Background: an optimization exercise with open tools, aiming at small area and a short achievable clock period. Do not read the settings as production practice. Only simulation tests tie the RTL to the original design; equivalence was not proved. No activity file was given, so power comes from the tool's default toggle rates.

Setup of trial 5:
// three_stage_mult
module three_stage_mult(input [15:0] a, input [15:0] b, output [31:0] out, input clk);
Settings: LEC_CHECK=0, CAP_MARGIN=20, CORE_MARGIN=2, CORE_UTILIZATION=40, CTS_BUF_LIST=sky130_fd_sc_hd__clkbuf_8, CTS_CLUSTER_DIAMETER=100, CTS_CLUSTER_SIZE=30, SETUP_SLACK_MARGIN=5, SLEW_MARGIN=20, SYNTH_HIERARCHICAL=1; clock period 8.0 ns.
standard.sh (not shown) runs the stock make flow with config.mk's settings and CLKGATE_MAP_FILE= SYNTH_SCRIPT=/design/flow/synth_recipe.tcl, a recipe that flattens the netlist after the stock synthesis.
==> flow/flow/run.sh <==
#!/bin/bash
# Own layout flow: the standard synthesis and layout, except that the port
# buffers are plain buffers (buffer_ports -buffer_cell) rather than the delay
# buffers buffer_ports picks by default, and timing repair aims at a larger setup
# margin. Each step's full output goes to its own log.
set -euo pipefail
bash standard.sh synth > flow_synth.log 2>&1
bash standard.sh "BUFFER_PORTS_ARGS=-buffer_cell sky130_fd_sc_hd__buf_2" \
  SETUP_SLACK_MARGIN=5.4 finish > flow_layout.log 2>&1
Trial 5 reached the end of the flow, and the finished layout is clean on the timing, DRC and antenna checks.
Inputs modified between trial 5 and build 36:
- CELL_PAD_IN_SITES_DETAIL_PLACEMENT: unset -> 1
- CELL_PAD_IN_SITES_GLOBAL_PLACEMENT: unset -> 1
Findings:
The first-pass iteration count of the detailed router in build 36 sits 1 above the value recorded for trial 5. Build 36 vs trial 5: power share of the combinational group up in build 36. The total wirelength of the detailed-routed design reported for build 36 is greater than that of trial 5 by 15%. On build 36: met1 layer usage reported by global route is 3.1 points higher than what trial 5 gave. Of build 36 and trial 5, build 36 shows the higher number of antenna violations at the first check in global routing, with trial 5 below it. In the flow results for build 36 and trial 5, the sequential power share is larger on trial 5. Of the two values seen for start point of the critical path, ra[8] was produced by trial 5 and rc1[0] by build 36.

three_stage_mult, a different RTL version from the one above (not shown whole).
Size: ~130 flip-flops, about 65 I/O pins, roughly 9300 µm² of cells after synthesis.
export LEC_CHECK = 0
export CAP_MARGIN = 20
export CORE_MARGIN = 2
export CORE_UTILIZATION = 40
export SLEW_MARGIN = 20
export SYNTH_HIERARCHICAL = 1
create_clock -name core_clock -period 8.0 [get_ports {clk}]
run.sh (not shown) runs the stock make flow with config.mk's settings and CLKGATE_MAP_FILE= SYNTH_SCRIPT=/design/flow/synth_recipe.tcl, a recipe that flattens the netlist after the stock synthesis.
Stock flow here: none of the scripts above is used.
The starting point produced a clean layout.
Next try:
--- a/flow/config.mk
+++ b/flow/config.mk
@@ -8,5 +8,6 @@
 export CAP_MARGIN = 20
 export CORE_MARGIN = 2
-export CORE_UTILIZATION = 40
+export CORE_UTILIZATION = 65
+export PLACE_DENSITY = 0.75
 export SLEW_MARGIN = 20
 export SYNTH_HIERARCHICAL = 1
Design area drops slightly.
Global-route usage increases by 11 points.
Register-to-register slack is worse by 20 ps.
Setup slack gets worse by 22 ps.
Power went up slightly.
Utilization came out higher by 28 points.
Count of clock-buffer cells in the layout came out higher by 1.
Wire length falls by a few percent.
Via count went up by a few percent.
Next try:
==> flow/flow/run.sh (new file) <==
#!/bin/bash
# Own layout flow: the standard synthesis and layout, except that the port
# buffers are plain buffers (buffer_ports -buffer_cell) rather than the delay
# buffers buffer_ports picks by default. Each step's full output goes to its own log.
set -euo pipefail
bash standard.sh synth > flow_synth.log 2>&1
bash standard.sh "BUFFER_PORTS_ARGS=-buffer_cell sky130_fd_sc_hd__buf_2" finish > flow_layout.log 2>&1
==> flow/standard.sh (new file) <==
#!/bin/bash
# synth_recipe.tcl (not shown) runs the flow's synth.tcl, then flattens the netlist and writes it again
# the make line also repeats each setting of config.mk as NAME=value (left out here)
make -C /OpenROAD-flow-scripts/flow DESIGN_CONFIG=/design/flow/config.mk WORK_HOME=/design/flow/orfs CLKGATE_MAP_FILE= SYNTH_SCRIPT=/design/flow/synth_recipe.tcl "${@:-finish}"
--- a/flow/config.mk
+++ b/flow/config.mk
@@ -8,6 +8,6 @@
 export CAP_MARGIN = 20
 export CORE_MARGIN = 2
-export CORE_UTILIZATION = 65
-export PLACE_DENSITY = 0.75
+export CORE_UTILIZATION = 40
+export SETUP_SLACK_MARGIN = 5
 export SLEW_MARGIN = 20
 export SYNTH_HIERARCHICAL = 1
removed: flow/run.sh
After rerunning: The new run ran to the end with no violations; wire length is higher by 8.0%; critical path depth is unchanged; power is lower by 2.5%; fmax is higher by 18%; synthesized area does not change; via count is higher by 2.3%; design area is higher by 5.8%; setup slack improved by 540 ps; clock power is higher by about 0.5%.
Next try:
--- a/flow/config.mk
+++ b/flow/config.mk
@@ -9,4 +9,7 @@
 export CORE_MARGIN = 2
 export CORE_UTILIZATION = 40
+export CTS_BUF_LIST = sky130_fd_sc_hd__clkbuf_8
+export CTS_CLUSTER_DIAMETER = 100
+export CTS_CLUSTER_SIZE = 30
 export SETUP_SLACK_MARGIN = 5
 export SLEW_MARGIN = 20
Outcome: The new run passed the timing, DRC and antenna checks; design area decreases by 1.8%; clock-buffer cell count decreases by 2; final cell count decreases by about 0.7%; non-clock buffer count decreases by 9; wire length decreases by 1.6%.
Next try:
==> flow/run.sh (new file) <==
#!/bin/bash
# synth_recipe.tcl (not shown) runs the flow's synth.tcl, then flattens the netlist and writes it again
# the make line also repeats each setting of config.mk as NAME=value (left out here)
make -C /OpenROAD-flow-scripts/flow DESIGN_CONFIG=/design/flow/config.mk WORK_HOME=/design/flow/orfs CLKGATE_MAP_FILE= SYNTH_SCRIPT=/design/flow/synth_recipe.tcl finish
--- a/flow/config.mk
+++ b/flow/config.mk
@@ -9,8 +9,5 @@
 export CORE_MARGIN = 2
 export CORE_UTILIZATION = 40
-export CTS_BUF_LIST = sky130_fd_sc_hd__clkbuf_8
-export CTS_CLUSTER_DIAMETER = 100
-export CTS_CLUSTER_SIZE = 30
-export SETUP_SLACK_MARGIN = 5
+export SETUP_SLACK_MARGIN = 4.5
 export SLEW_MARGIN = 20
 export SYNTH_HIERARCHICAL = 1
removed: flow/flow/run.sh
removed: flow/standard.sh
Die area does not change.
Utilization drops by 1.0 points.
Sequential cell count is unchanged.
Combinational power stays flat.

job 3502:
Another version of the RTL of three_stage_mult (not shown whole).
Size: about 840 cells after synthesis, about 65 I/O pins, about 8600 sq um of cells after synthesis.
Settings: LEC_CHECK=0, CAP_MARGIN=20, CORE_MARGIN=2, CORE_UTILIZATION=40, CTS_BUF_LIST=sky130_fd_sc_hd__clkbuf_8, CTS_CLUSTER_DIAMETER=100, CTS_CLUSTER_SIZE=30, SETUP_SLACK_MARGIN=5, SLEW_MARGIN=20, SYNTH_HIERARCHICAL=1; clock period 8.0 ns.
standard.sh (not shown) runs the stock make flow with config.mk's settings and CLKGATE_MAP_FILE= SYNTH_SCRIPT=/design/flow/synth_recipe.tcl, a recipe that flattens the netlist after the stock synthesis.
==> flow/flow/run.sh <==
#!/bin/bash
# Own layout flow: the standard synthesis and layout, except that
#  - after synthesis every combinational cell is set to its smallest drive strength
#    (flow/downsize.tcl); timing repair then sizes up the cells that need it,
#  - the port buffers are plain buffers (buffer_ports -buffer_cell) rather than the
#    delay buffers buffer_ports picks by default,
#  - clock tree synthesis adds no dummy loads,
#  - timing repair aims at a larger setup margin.
# Each step's full output goes to its own log in this folder.
set -euo pipefail
bash standard.sh synth > flow_synth.log 2>&1
DOWNSIZE_ODB=orfs/results/sky130hd/three_stage_mult/base/1_synth.odb \
  openroad -no_init -exit flow/downsize.tcl > flow_downsize.log 2>&1
bash standard.sh "BUFFER_PORTS_ARGS=-buffer_cell sky130_fd_sc_hd__buf_2" \
  "CTS_ARGS=-sink_clustering_enable -repair_clock_nets -sink_clustering_size 30 -sink_clustering_max_diameter 100 -buf_list sky130_fd_sc_hd__clkbuf_8 -dont_use_dummy_load" \
  SETUP_SLACK_MARGIN=5.5 finish > flow_layout.log 2>&1
==> flow/flow/downsize.tcl <==
# Replace every combinational cell of the synthesized netlist by the smallest cell of
# the same function (same name up to the drive-strength suffix), keeping flip-flops as
# they are. Timing repair later sizes up the cells on critical paths.
set odb_file $::env(DOWNSIZE_ODB)
read_db $odb_file
set db [ord::get_db]
set block [ord::get_db_block]
# smallest master per base name (area, then the larger drive on a tie)
array set best {}
foreach lib [$db getLibs] {
  foreach m [$lib getMasters] {
    set n [$m getName]
    if {![regexp {^(sky130_fd_sc_hd__[a-z0-9]+)_([0-9]+)$} $n -> base drv]} { continue }
    set a [expr {[$m getWidth] * [$m getHeight]}]
    if {![info exists best($base)]} { set best($base) [list $a $drv $m]; continue }
    lassign $best($base) ba bd bm
    if {$a < $ba || ($a == $ba && $drv > $bd)} { set best($base) [list $a $drv $m] }
  }
}
set n 0
foreach inst [$block getInsts] {
  set m [$inst getMaster]
  set name [$m getName]
  if {![regexp {^(sky130_fd_sc_hd__[a-z0-9]+)_([0-9]+)$} $name -> base drv]} { continue }
  if {[regexp {__(df|dl|sdf|edf|conb|clk|tap|fill|decap|diode)} $name]} { continue }
  set bm [lindex $best($base) 2]
  if {[$bm getName] ne $name && [expr {[$bm getWidth] * [$bm getHeight]}] < [expr {[$m getWidth] * [$m getHeight]}]} {
    if {[$inst swapMaster $bm]} { incr n }
  }
}
puts "downsized $n cells"
write_db $odb_file
> inputs changed (job 3502 -> job 2842)
- swapping 40 for 55 in CORE_UTILIZATION
diff --git a/flow/flow/run.sh b/flow/flow/run.sh
--- a/flow/flow/run.sh
+++ b/flow/flow/run.sh
@@ -14,3 +14,3 @@
 bash standard.sh "BUFFER_PORTS_ARGS=-buffer_cell sky130_fd_sc_hd__buf_2" \
   "CTS_ARGS=-sink_clustering_enable -repair_clock_nets -sink_clustering_size 30 -sink_clustering_max_diameter 100 -buf_list sky130_fd_sc_hd__clkbuf_8 -dont_use_dummy_load" \
-  SETUP_SLACK_MARGIN=5.5 finish > flow_layout.log 2>&1
+  SETUP_SLACK_MARGIN=5.4 finish > flow_layout.log 2>&1
On global-route usage: between job 2842 and job 3502, it ends up lower for job 3502.
Job 2842 vs job 3502: multi-input combinational area share up
Job 2842 vs job 3502: count of placed standard cells including taps down by a little under 10%
Final design instance area without fill (higher): job 3502
As far as maximum clock insertion buffer count goes, job 2842 and job 3502 are indistinguishable; the numbers are identical.
In job 2842 the maximum frequency from static timing analysis turned out 1.4% lower than in job 3502.
NOTE: total setup buffers inserted after CTS in job 2842 falls short of that of job 3502
diff inputs: job 2842 => job 1177
- CORE_UTILIZATION now 40, was 55
diff --git a/flow/flow/run.sh b/flow/flow/run.sh
--- a/flow/flow/run.sh
+++ b/flow/flow/run.sh
@@ -12,5 +12,5 @@
 DOWNSIZE_ODB=orfs/results/sky130hd/three_stage_mult/base/1_synth.odb \
   openroad -no_init -exit flow/downsize.tcl > flow_downsize.log 2>&1
-bash standard.sh "BUFFER_PORTS_ARGS=-buffer_cell sky130_fd_sc_hd__buf_2" \
+bash standard.sh "BUFFER_PORTS_ARGS=-buffer_cell sky130_fd_sc_hd__buf_1" \
   "CTS_ARGS=-sink_clustering_enable -repair_clock_nets -sink_clustering_size 30 -sink_clustering_max_diameter 100 -buf_list sky130_fd_sc_hd__clkbuf_8 -dont_use_dummy_load" \
-  SETUP_SLACK_MARGIN=5.4 finish > flow_layout.log 2>&1
+  SETUP_SLACK_MARGIN=5.45 finish > flow_layout.log 2>&1
Results
- Between job 2842 and job 1177, sequential share of layout area decreased.
- Delta (job 1177 minus job 2842): area added between synthesis and finish has increased, remaining max-slew budget at the tightest pin moved up, timing-limited maximum frequency increased 0.0053 GHz, total number of cells along the worst setup path down 9.
Relative to job 1177, the following input files were edited for job 8208:
diff --git a/flow/flow/run.sh b/flow/flow/run.sh
--- a/flow/flow/run.sh
+++ b/flow/flow/run.sh
@@ -12,5 +12,5 @@
 DOWNSIZE_ODB=orfs/results/sky130hd/three_stage_mult/base/1_synth.odb \
   openroad -no_init -exit flow/downsize.tcl > flow_downsize.log 2>&1
-bash standard.sh "BUFFER_PORTS_ARGS=-buffer_cell sky130_fd_sc_hd__buf_1" \
+bash standard.sh "BUFFER_PORTS_ARGS=-buffer_cell sky130_fd_sc_hd__buf_2" \
   "CTS_ARGS=-sink_clustering_enable -repair_clock_nets -sink_clustering_size 30 -sink_clustering_max_diameter 100 -buf_list sky130_fd_sc_hd__clkbuf_8 -dont_use_dummy_load" \
   SETUP_SLACK_MARGIN=5.45 finish > flow_layout.log 2>&1
--- outcome ---
- Job 8208 was carried through to the last stage, and its layout satisfied the timing, DRC and antenna checks.
- Multi-input combinational area share: job 1177 and job 8208 compared, higher one is job 1177
- Job 8208 vs job 1177: post-CTS resize count down in job 8208
- Per the comparison of job 8208 with job 1177, share of cells above drive strength 1 up 2.5 points, highest attainable clock frequency flat, final setup slack of the worst path down 6.6 ps.
- Weighted congestion at the end of routability-driven global placement on job 8208 is down relative to job 1177.
- Max post-route worst hold slack across job 1177 and job 8208: job 8208
Setup changes, job 8208 to job 4981
diff --git a/flow/flow/run.sh b/flow/flow/run.sh
--- a/flow/flow/run.sh
+++ b/flow/flow/run.sh
@@ -12,5 +12,5 @@
 DOWNSIZE_ODB=orfs/results/sky130hd/three_stage_mult/base/1_synth.odb \
   openroad -no_init -exit flow/downsize.tcl > flow_downsize.log 2>&1
-bash standard.sh "BUFFER_PORTS_ARGS=-buffer_cell sky130_fd_sc_hd__buf_2" \
+bash standard.sh "BUFFER_PORTS_ARGS=-buffer_cell sky130_fd_sc_hd__buf_1" \
   "CTS_ARGS=-sink_clustering_enable -repair_clock_nets -sink_clustering_size 30 -sink_clustering_max_diameter 100 -buf_list sky130_fd_sc_hd__clkbuf_8 -dont_use_dummy_load" \
-  SETUP_SLACK_MARGIN=5.45 finish > flow_layout.log 2>&1
+  SETUP_SLACK_MARGIN=5.3 finish > flow_layout.log 2>&1
[summary]
- Sort job 8208 and job 4981 by power density normalized to cell area desc -> top: job 8208
- [compare] base=job 8208 new=job 4981: critical path depth has increased; routed wire length has decreased.
- | non-clock buffer area fraction after layout | job 4981 vs job 8208 | 1.1 points lower |
- | share of the cycle needed by the critical path after routing | higher: job 4981 |
- The higher sum of met3 wire segment lengths after detailed routing came out of job 4981.

## main
Starting RTL as in the previous note.
## three_stage_mult
module three_stage_mult(input [15:0] a, input [15:0] b, output [31:0] out, input clk);
Settings: LEC_CHECK=0, CAP_MARGIN=20, CORE_MARGIN=2, CORE_UTILIZATION=40, CTS_BUF_LIST=sky130_fd_sc_hd__clkbuf_8, CTS_CLUSTER_DIAMETER=100, CTS_CLUSTER_SIZE=30, SETUP_SLACK_MARGIN=5, SLEW_MARGIN=20, SYNTH_HIERARCHICAL=1; clock period 8.0 ns.
==> flow/flow/run.sh <==
#!/bin/bash
# Own layout flow: the standard synthesis and layout, except that
#  - after synthesis every combinational cell is set to its smallest drive strength
#    (flow/downsize.tcl); timing repair then sizes up the cells that need it,
#  - the port buffers are plain buffers (buffer_ports -buffer_cell) rather than the
#    delay buffers buffer_ports picks by default,
#  - clock tree synthesis adds no dummy loads,
#  - timing repair aims at a larger setup margin.
# Each step's full output goes to its own log in this folder.
set -euo pipefail
bash standard.sh synth > flow_synth.log 2>&1
DOWNSIZE_ODB=orfs/results/sky130hd/three_stage_mult/base/1_synth.odb \
  openroad -no_init -exit flow/downsize.tcl > flow_downsize.log 2>&1
bash standard.sh "BUFFER_PORTS_ARGS=-buffer_cell sky130_fd_sc_hd__buf_2" \
  "CTS_ARGS=-sink_clustering_enable -repair_clock_nets -sink_clustering_size 30 -sink_clustering_max_diameter 100 -buf_list sky130_fd_sc_hd__clkbuf_8 -dont_use_dummy_load" \
  SETUP_SLACK_MARGIN=5.4 finish > flow_layout.log 2>&1
Scripts as last shown in full above: flow/flow/downsize.tcl
### main -> the feature branch
--- a/flow/flow/run.sh
+++ b/flow/flow/run.sh
@@ -13,4 +13,4 @@
   openroad -no_init -exit flow/downsize.tcl > flow_downsize.log 2>&1
-bash standard.sh "BUFFER_PORTS_ARGS=-buffer_cell sky130_fd_sc_hd__buf_2" \
+bash standard.sh "BUFFER_PORTS_ARGS=-buffer_cell sky130_fd_sc_hd__buf_1" \
   "CTS_ARGS=-sink_clustering_enable -repair_clock_nets -sink_clustering_size 30 -sink_clustering_max_diameter 100 -buf_list sky130_fd_sc_hd__clkbuf_8 -dont_use_dummy_load" \
-  SETUP_SLACK_MARGIN=5.4 finish > flow_layout.log 2>&1
+  SETUP_SLACK_MARGIN=5.5 finish > flow_layout.log 2>&1
Notes after the runs:
- Core utilization: the feature branch higher than main
- Relative slew slack in the feature branch is 2.6 points higher than in main
- Portion of total power attributed to the clock network was lower in the feature branch than in main.
- Delta (the feature branch minus main): post-route minimum period went up; final instance area went up; total number of vias went up; clock tree skew after final layout went up.
- The power consumed by the clock network of main and that of the feature branch are within noise of each other.

-- re-timing with driven ports --
The flow's constraints put no driver on any port. The routed layouts listed below were extracted and timed again, unchanged, in two steps.
Step 1 assumes that a clkbuf_16 drives the clock port and a buf_2 every other input.
Step 2 adds t to the input delays and takes it off the output delays; t is the mean of the earliest and latest rising clock arrival at the registers after step 1. Input paths then give back, and output paths get back, about the clock's delay inside the block.
Slacks: ideal / step 1 / step 2; pairs: ideal / step 1.
run	t, ns	setup WS [ns]	worst hold slack (ns)
trial 5	0.494	5.454 / 5.454 / 5.035	0.360 / 0.360 / 0.360
build 36	0.501	5.377 / 5.377 / 4.994	0.355 / 0.355 / 0.355
the first run of note 2	0.466	4.514 / 4.514 / 4.514	0.326 / 0.326 / 0.326
the second run of note 2	0.458	4.492 / 4.492 / 4.492	0.332 / 0.332 / 0.332
the third run of note 2	0.469	5.027 / 5.027 / 5.027	0.327 / 0.327 / 0.327
the fourth run of note 2	0.490	5.061 / 5.061 / 5.061	0.334 / 0.334 / 0.334
the fifth run of note 2	0.466	4.573 / 4.573 / 4.573	0.326 / 0.326 / 0.326
job 3502	0.477	5.509 / 5.467 / 5.089	0.329 / 0.329 / 0.329
job 2842	0.468	5.475 / 5.455 / 5.117	0.331 / 0.331 / 0.331
job 1177	0.473	5.508 / 5.466 / 5.083	0.316 / 0.316 / 0.316
job 8208	0.478	5.502 / 5.460 / 5.170	0.319 / 0.319 / 0.319
job 4981	0.484	5.410 / 5.410 / 5.009	0.315 / 0.315 / 0.315
main	0.485	5.504 / 5.463 / 5.128	0.323 / 0.323 / 0.323
the feature branch	0.478	5.500 / 5.459 / 5.111	0.329 / 0.329 / 0.329
After both steps setup and hold are still met in every run listed. The setup slack of job 1177, which loses most, moves by -0.042 ns with the drivers and by -0.425 ns with both steps.
